Context: an optimization exercise on an open-source flow, tuned for a short achievable clock period and few clock cycles. The choices shown serve that exercise and are no tape-out recipe.
In this exercise RTL edits were held to simulation tests only and were not proved equivalent to the original.
No activity file was given, so power comes from the tool's default toggle rates.

## design/flow/design.v

```verilog
`timescale 1ps/1ps
module adder(input  wire [31:0] a,b,
             output wire [31:0] y);
    assign y = a+b;  
endmodule
module sl2(input  wire [31:0] a,
           output wire [31:0] y);
    assign y = {a[29:0], 2'b00};   
endmodule
module sl16(input  wire [15:0] a,
           output wire [31:0] y);
    assign y = {a, 16'b00};   
endmodule
module signext(input  wire [15:0] inst,
              output wire [31:0] imm);
    assign imm = {{16{inst[15]}}, inst[15:0]};  
endmodule
module equal(input wire [31:0] a, b,
             output wire equal);
    assign equal = (a == b);
endmodule
module flopr #(parameter WIDTH=8)
              (input  wire             clk, reset,
               input  wire [WIDTH-1:0] d,
               output reg [WIDTH-1:0] q);
    reg [WIDTH-1:0] mem;
    always @(posedge clk or posedge reset) begin  
        if(reset) mem <= 0;
        else      mem <= d;
    end
    assign q = mem;
endmodule
module cflopr #(parameter WIDTH=8)
              (input  wire             clk, reset, clr,
               input  wire [WIDTH-1:0] d,
               output reg [WIDTH-1:0] q);
    reg [WIDTH-1:0] mem;
    always @(posedge clk or posedge reset) begin  
        if(reset)    mem <= 0;
        else if(clr) mem <= 0;
        else         mem <= d;
    end
    assign q = mem;
endmodule
module eflopr #(parameter WIDTH=8)
              (input  wire             clk, reset, en,
               input  wire [WIDTH-1:0] d,
               output reg [WIDTH-1:0] q);
    reg [WIDTH-1:0] mem;
    always @(posedge clk or posedge reset) begin  
        if(reset)        mem <= 0;
        else if(en)      mem <= d;
    end
    assign q = mem;
endmodule
module ecflopr #(parameter WIDTH=8)
              (input  wire             clk, reset, en, clr,
               input  wire [WIDTH-1:0] d,
               output reg [WIDTH-1:0] q);
    reg [WIDTH-1:0] mem;
    always @(posedge clk or posedge reset) begin  
        if(reset)        mem <= 0;
        else if(clr)     mem <= 0;
        else if(en)      mem <= d;
    end
    assign q = mem;
endmodule
module mux2 #(parameter WIDTH=8)
             (input  wire [WIDTH-1:0] d0,d1,
              input  wire             s,
              output wire [WIDTH-1:0] y);
    assign y = s ? d1 : d0;   
endmodule
module mux3 #(parameter WIDTH=8)
             (input  wire [WIDTH-1:0] d0,d1, d2,
              input  wire [1:0]       s,
              output wire [WIDTH-1:0] y);
    assign y = s[1] ? d2 : s[0] ? d1 : d0;   
endmodule
`timescale 1ps/1ps
module ALU (input [31:0] InA, InB, input [3:0] ALUControl, output reg [31:0] out, output zero);
  wire less, greater, equal;
  wire [31:0] BB;
  wire [31:0] S;
  wire        cout;
  assign BB = (ALUControl[3]) ? ~InB : InB;
  assign {cout, S} = ALUControl[3] + InA + BB;   
  assign equal = (InA == InB) ? 1'b1 : 1'b0;
  assign less = (InA < InB && equal == 0) ? 1'b1 : 1'b0;
  assign greater = (InA > InB && equal == 0) ? 1'b1 : 1'b0;
  always @ * begin
    case (ALUControl[2:0]) 
      3'b000 : out <= InA & BB;          
      3'b001 : out <= InA | BB;          
      3'b010 : out <= S;                 
      3'b011 : out <= {31'b0, S[31]};    
      3'b100 : out <= InA ^ BB;          
      3'b101 : out <= ~(InA ^ BB);       
      default: out <= 32'h00000000;      
    endcase
  end 
  assign zero = (out == 0);
 endmodule
`timescale 1ps/1ps
module regfile(input  wire         CLK,
               input  wire         RST,
               input  wire         WE3,
               input  wire  [4:0]  A1, A2, A3,
               input  wire  [31:0] WD3,
               output wire  [31:0] RD1,RD2);
    reg [31:0] rf [31:0];
    integer i;
    assign RD1 = (A1 != 0) ? rf[A1] : 32'b0;
    assign RD2 = (A2 != 0) ? rf[A2] : 32'b0;
    always @(negedge CLK or posedge RST)begin
        if(RST) begin
            for(i = 1; i < 32; i = i + 1)begin
                rf[i] <= 32'b0;
            end
        end else begin
            if(WE3) rf[A3] <= WD3;
        end
    end
endmodule
`timescale 1ps/1ps
module multserial(input wire CLK,
                  input wire RST,
                  input wire MST,
                  input wire MSGN,
                  input wire [31:0] SRCA,
                  input wire [31:0] SRCB,
                  output wire [63:0] PROD,
                  output wire PRODV);
    reg [2:0] state;  
    reg msgn;  
  	reg [31:0] A, B;
  	reg [7:0] count;
    reg [63:0] P, T;  
  	reg [31:0] temp_b;  
    reg prodv;
  	assign PRODV = prodv;
  	assign PROD = P;
  	always @(posedge CLK or posedge RST) begin
      	if(RST) begin
          temp_b <= 0;
          msgn <= 0;
          P <= 0;
          T <= 0;
          prodv <= 1;
          A <= 0;
          B <= 0;
          state <= 3;
      	end else begin
          case (state)
              0: begin  
                  P <= 64'b0;
                  prodv <= 1'b0;
                  count <= 0;
                  if(B < A)begin
                      temp_b <= B;
                      T[31:0] <= A;
                      T[63:32] <= 32'b0;
                      if(msgn) begin
                        if(A[31] == 1'b1) begin
                          T[63:32] <= 32'b11111111111111111111111111111111;
                        end else begin
                          T[63:32] <= 32'b0;
                        end
                      end
                  end else begin
                      temp_b <= A;
                      T[31:0] <= B;
                      T[63:32] <= 32'b0;
                      if(msgn) begin
                        if(B[31] == 1'b1) begin
                          T[63:32] <= 32'b11111111111111111111111111111111;
                        end else begin
                          T[63:32] <= 32'b0;
                        end
                      end
                  end
                  state <= 1;
              end
              1: begin  
                    if(temp_b[0] == 1'b1) begin
                        if(count == 31 && msgn) begin  
                              P <= P - T;
                        end else begin
                          P <= P + T;
                        end
                    end else begin  
                          P <= P;
                    end
                    if(temp_b == 0) begin  
                          state <= 2;
                    end else begin  
                          temp_b <= temp_b>>1;  
                          T <= T<<1;  
                          count <= count + 1;
                          state <= 1;
                    end
              end
              2: begin  
                  prodv <= 1'b1;
                  if (MST) begin  
                      state <= 0; 
                      prodv <= 1'b0;
                      msgn <= MSGN;
                      A <= SRCA;
                      B <= SRCB;
                  end else begin  
                      state <= 3;
                  end
              end
              3: begin  
                  if(MST) begin  
                      state <= 0;
                      prodv <= 1'b0;
                      msgn <= MSGN;
                      A <= SRCA;
                      B <= SRCB;
                  end else begin 
                      state <= 3;
                  end
              end
              default: begin
                  if(MST) begin  
                      state <= 0;
                      prodv <= 1'b0;
                      msgn <= MSGN;
                      A <= SRCA;
                      B <= SRCB;
                  end else begin 
                      state <= 3;
                  end
              end
        endcase
      end
    end
endmodule
`timescale 1ps/1ps
module hazard(input regwriteW, regwriteM, memtoregM,
              input [4:0] writeregW, writeregM, writeregE,
              input regwriteE, memtoregE, branchD,
              input [4:0] rsE, rtE, rsD, rtD,
              input jalD, jalE, jalM, mdD, multstartE, prodv, 
              output [1:0] forwardAE, forwardBE,
              output forwardAD, forwardBD, stallD, stallF, flushE);
    wire lwstall, branchstall, jalstall, multstall;
    reg [1:0] forwardAE_temp, forwardBE_temp;
    assign forwardAE = forwardAE_temp;
    assign forwardBE = forwardBE_temp;
    always @ * begin
        if((rsE != 0) & (rsE == writeregM) & regwriteM)
            forwardAE_temp = 2'b10;
        else if ((rsE != 0) & (rsE == writeregW) & regwriteW)
            forwardAE_temp = 2'b01;
        else
            forwardAE_temp = 2'b00;
        if((rtE != 0) & (rtE == writeregM) & regwriteM)
            forwardBE_temp = 2'b10;
        else if ((rtE != 0) & (rtE == writeregW) & regwriteW)
            forwardBE_temp = 2'b01;
        else
            forwardBE_temp = 2'b00; 
    end
    assign forwardAD = (rsD != 0) & (rsD == writeregM) & regwriteM;
    assign forwardBD = (rtD != 0) & (rtD == writeregM) & regwriteM;
    assign lwstall = ((rsD == rtE) | (rtD == rtE)) & memtoregE;
    assign branchstall = (branchD & regwriteE & (writeregE == rsD | writeregE == rtD)) |
                         (branchD & memtoregM & (writeregM == rsD | writeregM == rtD));
    assign jalstall = jalE | jalM;
    assign multstall = mdD & (multstartE | ~prodv);  
    assign flushE = lwstall | branchstall | jalstall | multstall;
    assign stallD = flushE;
    assign stallF = stallD;
endmodule
`timescale 1ps/1ps
module controller(input         clk, rst,
                  input   [5:0] opD, fnD,
                  input         equalD, flushE,
                  output        regwriteW, memtoregW, jalW,
                  output        regwriteM, memtoregM, jalM, memwriteM, aluormultM, lohiM,
                  output        regwriteE, memtoregE, jalE, 
                  output        aluormultE, jalD, 
                  output        multstartE, multsignE,
                  output  [3:0] alucontrolE,
                  output  [1:0] alusrcE, regdstE,
                  output        branchD, jumpD, pcsrcD);
    wire       regwriteD, memwriteD, memtoregD, multstartD, multsignD, aluormultD, lohiD;
    wire [1:0] alusrcD, regdstD;
    wire       bneD;
    wire [2:0] aluopD;
    wire [3:0] alucontrolD;
    wire       lohiE, memwriteE;
    maindec md(opD, regwriteD, memwriteD, branchD, memtoregD, alusrcD, regdstD, jumpD, jalD, bneD, aluopD);
    aludec ad(fnD, aluopD, alucontrolD, multstartD, multsignD, aluormultD, lohiD);
    assign pcsrcD = branchD & (bneD ^ equalD);
    cflopr #(16) regE(clk, rst, flushE,
                    {multstartD, multsignD, regwriteD, 
                    memtoregD, memwriteD, alucontrolD, 
                    alusrcD, regdstD, jalD, aluormultD, lohiD},
                    {multstartE, multsignE, regwriteE, 
                    memtoregE, memwriteE, alucontrolE, 
                    alusrcE, regdstE, jalE, aluormultE, lohiE});
    flopr #(6) regM(clk, rst,
                   {regwriteE, memtoregE, memwriteE, jalE, aluormultE, lohiE},
                   {regwriteM, memtoregM, memwriteM, jalM, aluormultM, lohiM});
    flopr #(3) regW(clk, rst,
                   {regwriteM, memtoregM, jalM},
                   {regwriteW, memtoregW, jalW});
endmodule
module maindec(input  [5:0] op,
               output       regwrite, memwrite,
               output       branch, memtoreg,
               output [1:0] alusrc, regdst,
               output       jump, jal, bne,
               output [2:0] aluop);
    reg [13:0] controls;
    assign {regwrite, regdst, alusrc, branch, memwrite, memtoreg, jump, jal, bne, aluop} = controls;
    always @(op) begin
        case(op)
            6'b000000: controls <= 14'b10100000000010;  
            6'b100011: controls <= 14'b10001001000000;  
            6'b101011: controls <= 14'b00001010000000;  
            6'b000100: controls <= 14'b00000100000001;  
            6'b001000: controls <= 14'b10001000000000;  
            6'b000010: controls <= 14'b00000000100000;  
            6'b001101: controls <= 14'b10001000000011;  
            6'b000101: controls <= 14'b00000100001001;  
            6'b000011: controls <= 14'b11000000110000;  
            6'b001100: controls <= 14'b10001000000100;  
            6'b001110: controls <= 14'b10001000000101;  
            6'b001010: controls <= 14'b10001000000111;  
            6'b001111: controls <= 14'b10010000000000;  
            default:   controls <= 14'b00000000000000;  
        endcase
    end
endmodule
module aludec(input     [5:0]   funct,
              input     [2:0]   aluop,
              output    [3:0]   alucontrol,
              output            multstart,
              output            multsign,
              output            aluormult,
              output            lohi);
    reg [3:0] internal_ctrl;
    reg       int_multstart, int_multsign, int_aluormult, int_lohi;
    always @(funct or aluop) begin
        case(aluop)
            3'b000: begin internal_ctrl <= 3'b010; int_multstart <= 0; int_multsign <= 0; int_aluormult <= 0; int_lohi <= 0; end  
            3'b001: begin internal_ctrl <= 3'b110; int_multstart <= 0; int_multsign <= 0; int_aluormult <= 0; int_lohi <= 0; end  
            3'b010: case(funct)
                        6'b100000: begin internal_ctrl <= 4'b0010; int_multstart <= 0; int_multsign <= 0; int_aluormult <= 0; int_lohi <= 0; end  
                        6'b100010: begin internal_ctrl <= 4'b1010; int_multstart <= 0; int_multsign <= 0; int_aluormult <= 0; int_lohi <= 0; end  
                        6'b100100: begin internal_ctrl <= 4'b0000; int_multstart <= 0; int_multsign <= 0; int_aluormult <= 0; int_lohi <= 0; end  
                        6'b100101: begin internal_ctrl <= 4'b0001; int_multstart <= 0; int_multsign <= 0; int_aluormult <= 0; int_lohi <= 0; end  
                        6'b100110: begin internal_ctrl <= 4'b0100; int_multstart <= 0; int_multsign <= 0; int_aluormult <= 0; int_lohi <= 0; end  
                        6'b101000: begin internal_ctrl <= 4'b0101; int_multstart <= 0; int_multsign <= 0; int_aluormult <= 0; int_lohi <= 0; end  
                        6'b101010: begin internal_ctrl <= 4'b1011; int_multstart <= 0; int_multsign <= 0; int_aluormult <= 0; int_lohi <= 0; end  
                        6'b011000: begin internal_ctrl <= 4'b0000; int_multstart <= 1; int_multsign <= 1; int_aluormult <= 0; int_lohi <= 0; end  
                        6'b011001: begin internal_ctrl <= 4'b0000; int_multstart <= 1; int_multsign <= 0; int_aluormult <= 0; int_lohi <= 0; end  
                        6'b010010: begin internal_ctrl <= 4'b0000; int_multstart <= 0; int_multsign <= 0; int_aluormult <= 1; int_lohi <= 0; end 
                        6'b010000: begin internal_ctrl <= 4'b0000; int_multstart <= 0; int_multsign <= 0; int_aluormult <= 1; int_lohi <= 1; end 
                        default:   begin internal_ctrl <= 4'b0000; int_multstart <= 0; int_multsign <= 0; int_aluormult <= 0; int_lohi <= 0; end  
                    endcase
            3'b011: begin internal_ctrl <= 4'b0001; int_multstart <= 0; int_multsign <= 0; int_aluormult <= 0; int_lohi <= 0; end  
            3'b100: begin internal_ctrl <= 4'b0000; int_multstart <= 0; int_multsign <= 0; int_aluormult <= 0; int_lohi <= 0; end  
            3'b101: begin internal_ctrl <= 4'b0100; int_multstart <= 0; int_multsign <= 0; int_aluormult <= 0; int_lohi <= 0; end  
            3'b111: begin internal_ctrl <= 4'b1011; int_multstart <= 0; int_multsign <= 0; int_aluormult <= 0; int_lohi <= 0; end  
            default: begin internal_ctrl <= 4'b0000; int_multstart <= 0; int_multsign <= 0; int_aluormult <= 0; int_lohi <= 0; end  
        endcase
    end
    assign alucontrol = internal_ctrl;
    assign multstart = int_multstart;
    assign multsign = int_multsign; 
    assign aluormult = int_aluormult; 
    assign lohi = int_lohi;
endmodule
`timescale 1ps/1ps
module datapath(input        clk, rst,
                input  [31:0]instrF,
                input        regwriteW, memtoregW, jalW,
                input        regwriteM, memtoregM, jalM, memwriteM, aluormultM, lohiM,
                input        regwriteE, memtoregE, jalE, 
                input        multstartE, multsignE, aluormultE,
                input  [3:0] alucontrolE,
                input  [1:0] alusrcE, regdstE,
                input        branchD, jumpD, pcsrcD, jalD,
                input  [31:0]readdataM,
                output [31:0]alumultoutM, writedataM, pcF,
                output       flushE, equalD,
                output [5:0] opD, fnD);
    wire forwardAD, forwardBD;
    wire stallF, stallD, flushD, prodVE, mdD;
    wire [1:0] forwardAE, forwardBE;
    wire [4:0] rsD, rtD, rdD, rsE, rtE, rdE, writeregE, writeregM, writeregW;
    wire [31:0] wd3;
    wire [31:0] pcnextF, pcplus4F, pcplus4D, pcplus4E, pcplus4M, pcplus4W, 
                pctempD, pcbranchD, instrD,
                signimmD, signimmE, signimmshD, 
                luiD, luiE, srcAD, srcAE, srcBD, srcBE, writedataE,
                rfread1E, rfread2E, eq1, eq2,
                aluoutE, aluoutM, alumultoutW,
                readdataW, resultW, prodM1;
    wire [63:0] prodE, prodM;
    mux2 #(32) pcbrmux(pcplus4F, pcbranchD, pcsrcD, pctempD);
    mux2 #(32) pcjmux(pctempD, {pcplus4D[31:28], instrD[25:0], 2'b00}, jumpD, pcnextF);
    eflopr #(32) pcreg(clk, rst, ~stallF, pcnextF, pcF);
    adder pcplus4_1(pcF, 32'h4, pcplus4F);
    assign opD = instrD[31:26];
    assign fnD = instrD[5:0];
    assign rsD = instrD[25:21];
    assign rtD = instrD[20:16];
    assign rdD = instrD[15:11];
    assign flushD = (jumpD | pcsrcD) & ~stallD;  
    assign mdD = (opD == 6'b000000) & ((fnD == 6'b011000) | (fnD == 6'b011001) | (fnD == 6'b010010) | (fnD == 6'b010000));
    eflopr #(32) RD1(clk, rst, ~stallD, instrF, instrD);
    ecflopr #(32) RD2(clk, rst, ~stallD, flushD, pcplus4F, pcplus4D);
    mux2 #(32) jalmux(resultW, pcplus4W, jalW, wd3);
    signext se(instrD[15:0], signimmD);
    sl2 signimmsh(signimmD, signimmshD);
    sl16 lui(instrD[15:0], luiD);
    adder pcplus4_2(signimmshD, pcplus4D, pcbranchD);
    mux2 #(32) FADmux(srcAD, alumultoutM, forwardAD, eq1);
    mux2 #(32) FBDmux(srcBD, alumultoutM, forwardBD, eq2);
    equal eq(eq1, eq2, equalD);
    regfile rf(clk, rst, regwriteW, rsD, rtD, writeregW, wd3, srcAD, srcBD);
    cflopr #(32) RE1(clk, rst, flushE, srcAD, rfread1E);
    cflopr #(32) RE2(clk, rst, flushE, srcBD, rfread2E);
    cflopr #(5)  RE3(clk, rst, flushE, rsD, rsE);
    cflopr #(5)  RE4(clk, rst, flushE, rtD, rtE);
    cflopr #(5)  RE5(clk, rst, flushE, rdD, rdE);
    cflopr #(32) RE6(clk, rst, flushE, signimmD, signimmE);
    cflopr #(32) RE7(clk, rst, flushE, luiD, luiE);
    cflopr #(32) RE8(clk, rst, flushE, pcplus4D, pcplus4E);
    mux3 #(5)  regdstmux(rtE, rdE, 5'd31, regdstE, writeregE);
    mux3 #(32) forwardAEmux(rfread1E, resultW, alumultoutM, forwardAE, srcAE);
    mux3 #(32) forwardBEmux(rfread2E, resultW, alumultoutM, forwardBE, writedataE);
    mux3 #(32) alusrcmux(writedataE, signimmE, luiE, alusrcE, srcBE);
    ALU alu(srcAE, srcBE, alucontrolE, aluoutE, zeroE);
    multserial mult(clk, rst, multstartE, multsignE, srcAE, srcBE, prodE, prodVE );
    flopr #(64) RM1(clk, rst, prodE, prodM);
    flopr #(32) RM2(clk, rst, aluoutE, aluoutM);
    flopr #(32) RM3(clk, rst, writedataE, writedataM);
    flopr #(5) RM4(clk, rst, writeregE, writeregM);
    flopr #(32) RM5(clk, rst, pcplus4E, pcplus4M);
    mux2 #(32) multmux(prodM[31:0], prodM[63:32], lohiM, prodM1);  
    mux2 #(32) alumultmux(aluoutM, prodM1, aluormultM, alumultoutM);
    flopr #(32) RW1(clk, rst, readdataM, readdataW);
    flopr #(32) RW2(clk, rst, alumultoutM, alumultoutW);
    flopr #(5)  RW3(clk, rst, writeregM, writeregW);
    flopr #(32)  RW4(clk, rst, pcplus4M, pcplus4W);
    mux2 #(32) memtoregmux(alumultoutW, readdataW, memtoregW, resultW);
    hazard h(regwriteW, regwriteM, memtoregM,
             writeregW, writeregM, writeregE,
             regwriteE, memtoregE, branchD,
             rsE, rtE, rsD, rtD,
             jalD, jalE, jalM, mdD, multstartE, prodVE, 
             forwardAE, forwardBE,
             forwardAD, forwardBD, stallD, stallF, flushE);
endmodule
`timescale 1ps/1ps
module mips(input         clk, rst,
            input  [31:0] instrF, readdataM,
            output [31:0] pcF,
            output        memwriteM,
            output [31:0] alumultoutM, writedataM);
    wire [5:0] opD, fnD;
    wire equalD, flushE, regwriteW, memtoregW, jalW,
         regwriteM, memtoregM, jalM, lohiM,
         regwriteE, memtoregE, jalE, multstartE, multsignE,
         branchD, jumpD, pcsrcD;
    wire [1:0] alusrcE, regdstE;
    wire [3:0] alucontrolE;
    controller c(clk, rst, opD, fnD, equalD, flushE,
                  regwriteW, memtoregW, jalW,
                  regwriteM, memtoregM, jalM, memwriteM, aluormultM, lohiM,
                  regwriteE, memtoregE, jalE, 
                  aluormultE, jalD, 
                  multstartE, multsignE,
                  alucontrolE, alusrcE, regdstE,
                  branchD, jumpD, pcsrcD);
    datapath dp(clk, rst, instrF,
                regwriteW, memtoregW, jalW,
                regwriteM, memtoregM, jalM, memwriteM, aluormultM, lohiM,
                regwriteE, memtoregE, jalE, multstartE, multsignE, aluormultE,
                alucontrolE, alusrcE, regdstE,
                branchD, jumpD, pcsrcD, jalD,
                readdataM, alumultoutM, writedataM,
                pcF, flushE, equalD,
                opD, fnD);
endmodule
```

## design/flow/run.sh

```bash
#!/bin/bash
# synth_recipe.tcl (not shown) runs the flow's synth.tcl, then flattens the netlist and writes it again
# the make line also repeats each setting of config.mk as NAME=value (left out here)
make -C /OpenROAD-flow-scripts/flow DESIGN_CONFIG=/design/flow/config.mk WORK_HOME=/design/flow/orfs CLKGATE_MAP_FILE= SYNTH_SCRIPT=/design/flow/synth_recipe.tcl finish
```

## design/flow/config.mk

```make
export PLATFORM = sky130hd
export DESIGN_NAME = mips
export DESIGN_NICKNAME = mips
export VERILOG_FILES = /design/flow/design.v
export SDC_FILE = /design/flow/constraint.sdc
export NUM_CORES = 8
export LEC_CHECK = 0
export CAP_MARGIN = 20
export CORE_MARGIN = 2
export CORE_UTILIZATION = 40
export PLACE_DENSITY = 0.6
export SLEW_MARGIN = 20
```

## design/flow/constraint.sdc

```tcl
create_clock -name core_clock -period 11.0 [get_ports {clk}]
set_input_delay 2.2000 -clock core_clock [delete_from_list [all_inputs] [get_ports {clk}]]
set_output_delay 2.2000 -clock core_clock [all_outputs]
set_load 0.01 [all_outputs]
```

==> results.py <==
metrics = {
    "final_layout": {
        "final_nets": 10100,
        "final_cell_mix": "nand2_1, o21ai_0, dfrtn_1",
        "layout_commonest_cell": "nand2_1",
        "area_growth_pct": 14.1,
        "final_layout_size_suffix_gt1_share_pct": 9.11,
        "fin_cells": 13000,
    },
    "synth": {
        "synth_edf_count": 8,
        "seq_area_frac_synth_pct": 48.5,
        "ys_ff_latch": 1736,
        "avgSynthCellArea_sq_um": 9.02,
        "syn-cell-area_sq_um": 89600,
        "yosys_warnings": 31,
        "netlist_instances": 9932,
        "syn_nets": 10200,
        "yosys_most_used_dff": "dfrtn_1",
        "synthArstFlopShare_pct": 99.5,
        "ys_types": 102,
    },
    "cts": {
        "clk_path_buf_depth": 3,
        "root_buffer": "clkbuf_16",
        "cts_tree": "built",
        "cts_setup_buffers": 0,
        "path_clk_slew_ns": 0.06,
        "clk_latency_ns": 0.90,
        "cts_buffers": 191,
        "clock_sinks": 1736,
        "cts-htree-levels": 4,
    },
    "power_and_ir_drop": {
        "irDropWorstVdd_mv": 0.158,
        "power.density_nw_per_um2": 173,
        "p_leak_nw": 46.3,
    },
    "place": {
        "io_buffers": 162,
        "numPlacedInstances": 12600,
        "place_ws_ns": 0.375,
        "gp_congestion": 0.994,
        "hpwl_um": 277000,
    },
    "routing": {
        "ant_nets": 0,
        "wl_per_cell_um": 33.4,
        "drcViolationCount": 0,
        "dr.pass1.iters": 9,
        "drt-initial-drc-count": 15000,
        "via_count": 86200,
        "viasPerCell": 6.62,
        "wirelength_um": 434000,
    },
    "sta": {
        "layout_setup_ws_ns": 0.280,
        "worst_hold_slack_ns": 0.304,
        "setup_violations": 0,
        "hold_viol_final": 0,
        "skew_ns": 0.173,
        "drv_slew": 0,
        "fin_tns_setup_ns": 0,
        "relSlewSlack_pct": 6.99,
        "tightestPinTransition_ns": 1.36,
    },
    "grt": {
        "grt_antenna_before_repair": 70,
        "grt_overflow": 0,
        "grt_pass1_wl_um": 610000,
        "grt_max_degree": 170,
        "grt_util_all_layers_pct": 37.1,
        "grt_pass1_vias": 80700,
    },
    "floorplanning": {
        "rows": 173,
        "io_pins": 163,
        "die-area_sq_um": 228000,
        "start_util_pct": 40.3,
        "die_y_um": 477,
        "die_w_um": 477,
        "coreArea_sq_um": 223000,
    },
    "critical_path": {
        "r2r_end": "dp.pcreg.mem[30]",
        "r2r_slack_ns": 0.28,
        "cp_max_fo": 16,
        "crit_arrival_ns": 11.46,
        "crit_type": "reg -> reg",
        "critPathRequiredTime_ns": 11.74,
        "r2r-start": "dp.rf.rf[29][27]",
        "ff2ff_path_depth": 14,
        "start_kind": "flip-flop",
        "endpoint_kind": "flip-flop",
    },
    "hold_path": {
        "hold_end": "dp.RW4.mem[18]",
        "worstHoldPathCells": 0,
        "min_from": "dp.RM5.mem[18]",
        "hold_class": "reg -> reg",
    },
    "flow_run": {
        "maxCapViolCount": 0,
    },
    "run_status": {
        "status": "complete, no violations",
    },
}
==> cell usage after synthesis (16+ instances only) <==
master | n | area [sq um]
nand2_1 | 1679 | 6300
o21ai_0 | 1482 | 7420
dfrtn_1 | 992 | 24800
dfrtp_1 | 733 | 18300
clkbuf_1 | 696 | 2610
a22oi_1 | 565 | 4240
and3_1 | 501 | 3130
a21oi_1 | 345 | 1730
nand3_1 | 310 | 1550
nor2_1 | 305 | 1140
inv_1 | 199 | 747
ha_1 | 195 | 2440
nand4_1 | 165 | 1030
xnor2_1 | 158 | 1380
xor2_1 | 156 | 1370
a2111oi_0 | 132 | 1160
and2_1 | 112 | 701
mux2i_1 | 89 | 891
a21o_1 | 72 | 541
nand3b_1 | 68 | 510
nor3_1 | 67 | 335
buf_2 | 58 | 290
nor4_1 | 55 | 344
a211oi_1 | 51 | 383
a22o_1 | 48 | 420
mux2_2 | 46 | 518
o31ai_1 | 46 | 345
o22ai_1 | 45 | 282
a221oi_1 | 44 | 385
nand2b_1 | 44 | 275
buf_1 | 43 | 161
nor2b_1 | 40 | 250
or4_1 | 39 | 293
a31oi_1 | 24 | 150
or3_1 | 23 | 144
a221o_1 | 16 | 160
==> where the power goes <==
part / internal [W] / switching, W / total [W] / leakage [nW]
Clock: 0.00395 / 0.00292 / 0.00687 / 3.29
Combinational: 0.00113 / 0.00223 / 0.00336 / 19.3
Sequential: 0.00697 / 0.000543 / 0.00751 / 23.7
Total: 0.0120 / 0.00570 / 0.0177 / 46.3
==> final cells by class <==
type                    instances  area (sq um)
diodes                         70           175
clock buffers                 278          5630
clock inverters                75          1090
fillers                     21400        120000
inverters                     200           756
multi-input cells            7178         43000
flip-flops and latches       1736         43500
well taps                    2975          3720
repair buffers                494          4450
==> stage by stage <==
step	power [W]	utilization [%]	cell area (sq um)
after floorplan	0.00934	-	89600
final	0.0177	46.0	102000
after global routing	0.0183	45.9	102000
after global placement	0.0108	42.8	95300
after detailed placement	0.0108	42.8	95300
after CTS	0.0176	45.8	102000
==> worst max-delay path, stage by stage (launching register included) <==
cell and delay, ns:
dfrtn_1 0.35, and3_1 0.15, a2111oi_0 0.47, nand3_1 0.14, or4_1 0.78, o21ai_0 0.31, xor2_1 0.12, nor4_1 0.52
buf_4 0.20, nand4_1 0.19, nor4_4 0.56, buf_4 0.24, mux2i_2 0.39, nand2_2 0.32, o311ai_0 0.41
==> worst max path at each step <==
stage                          start               end  slack [ns]  depth (start not counted)
global placement    dp.rf.rf[29][27]  dp.pcreg.mem[30]        0.36                         14
finish              dp.rf.rf[29][27]  dp.pcreg.mem[30]        0.28                         14
global route        dp.rf.rf[29][27]  dp.pcreg.mem[30]      -0.001                         14
CTS                 dp.rf.rf[29][27]  dp.pcreg.mem[30]        0.44                         14
floorplan                        rst   dp.rf.rf[10][0]      -20.06                          1
detailed placement  dp.rf.rf[29][27]  dp.pcreg.mem[30]        0.37                         14
==> cell families after synthesis <==
| kind of cell | Yosys count | share of synthesized area [%] |
|---|---|---|
| buf+inv | 1018 | 4.48 |
| fa+ha+maj | 198 | 2.79 |
| mux | 137 | 1.60 |
| xor+xnor | 314 | 3.07 |
| simple gates | 3500 | 18.8 |
| flops | 1736 | 48.5 |
| compound gates | 3029 | 20.8 |
==> layer usage <==
metal,vias to the layer above,wire length [um],global-route usage [%]
li1,35400,-,-
met1,41700,163000,48.1
met2,6915,172000,50.7
met3,2123,62900,14.9
met4,26,35800,23.9
met5,-,182,0
==> what timing repair did <==
| action | in CTS | in global routing |
|---|---|---|
| hold buffers | 0 | 0 |
| endpoints found under the setup margin | 0 | 3 |
| resized for setup | 0 | 1 |
==> sequential cells by signal, summed over array words and instances (netlist names), 64 cells and up <==
| signal | flops |
|---|---|
| dp.RM1.mem | 64 |
| dp.rf.rf | 992 |
| dp.mult.T | 64 |
| dp.mult.P | 64 |
Testbench counts, summed over its fixed seeds: cycles 148,713.
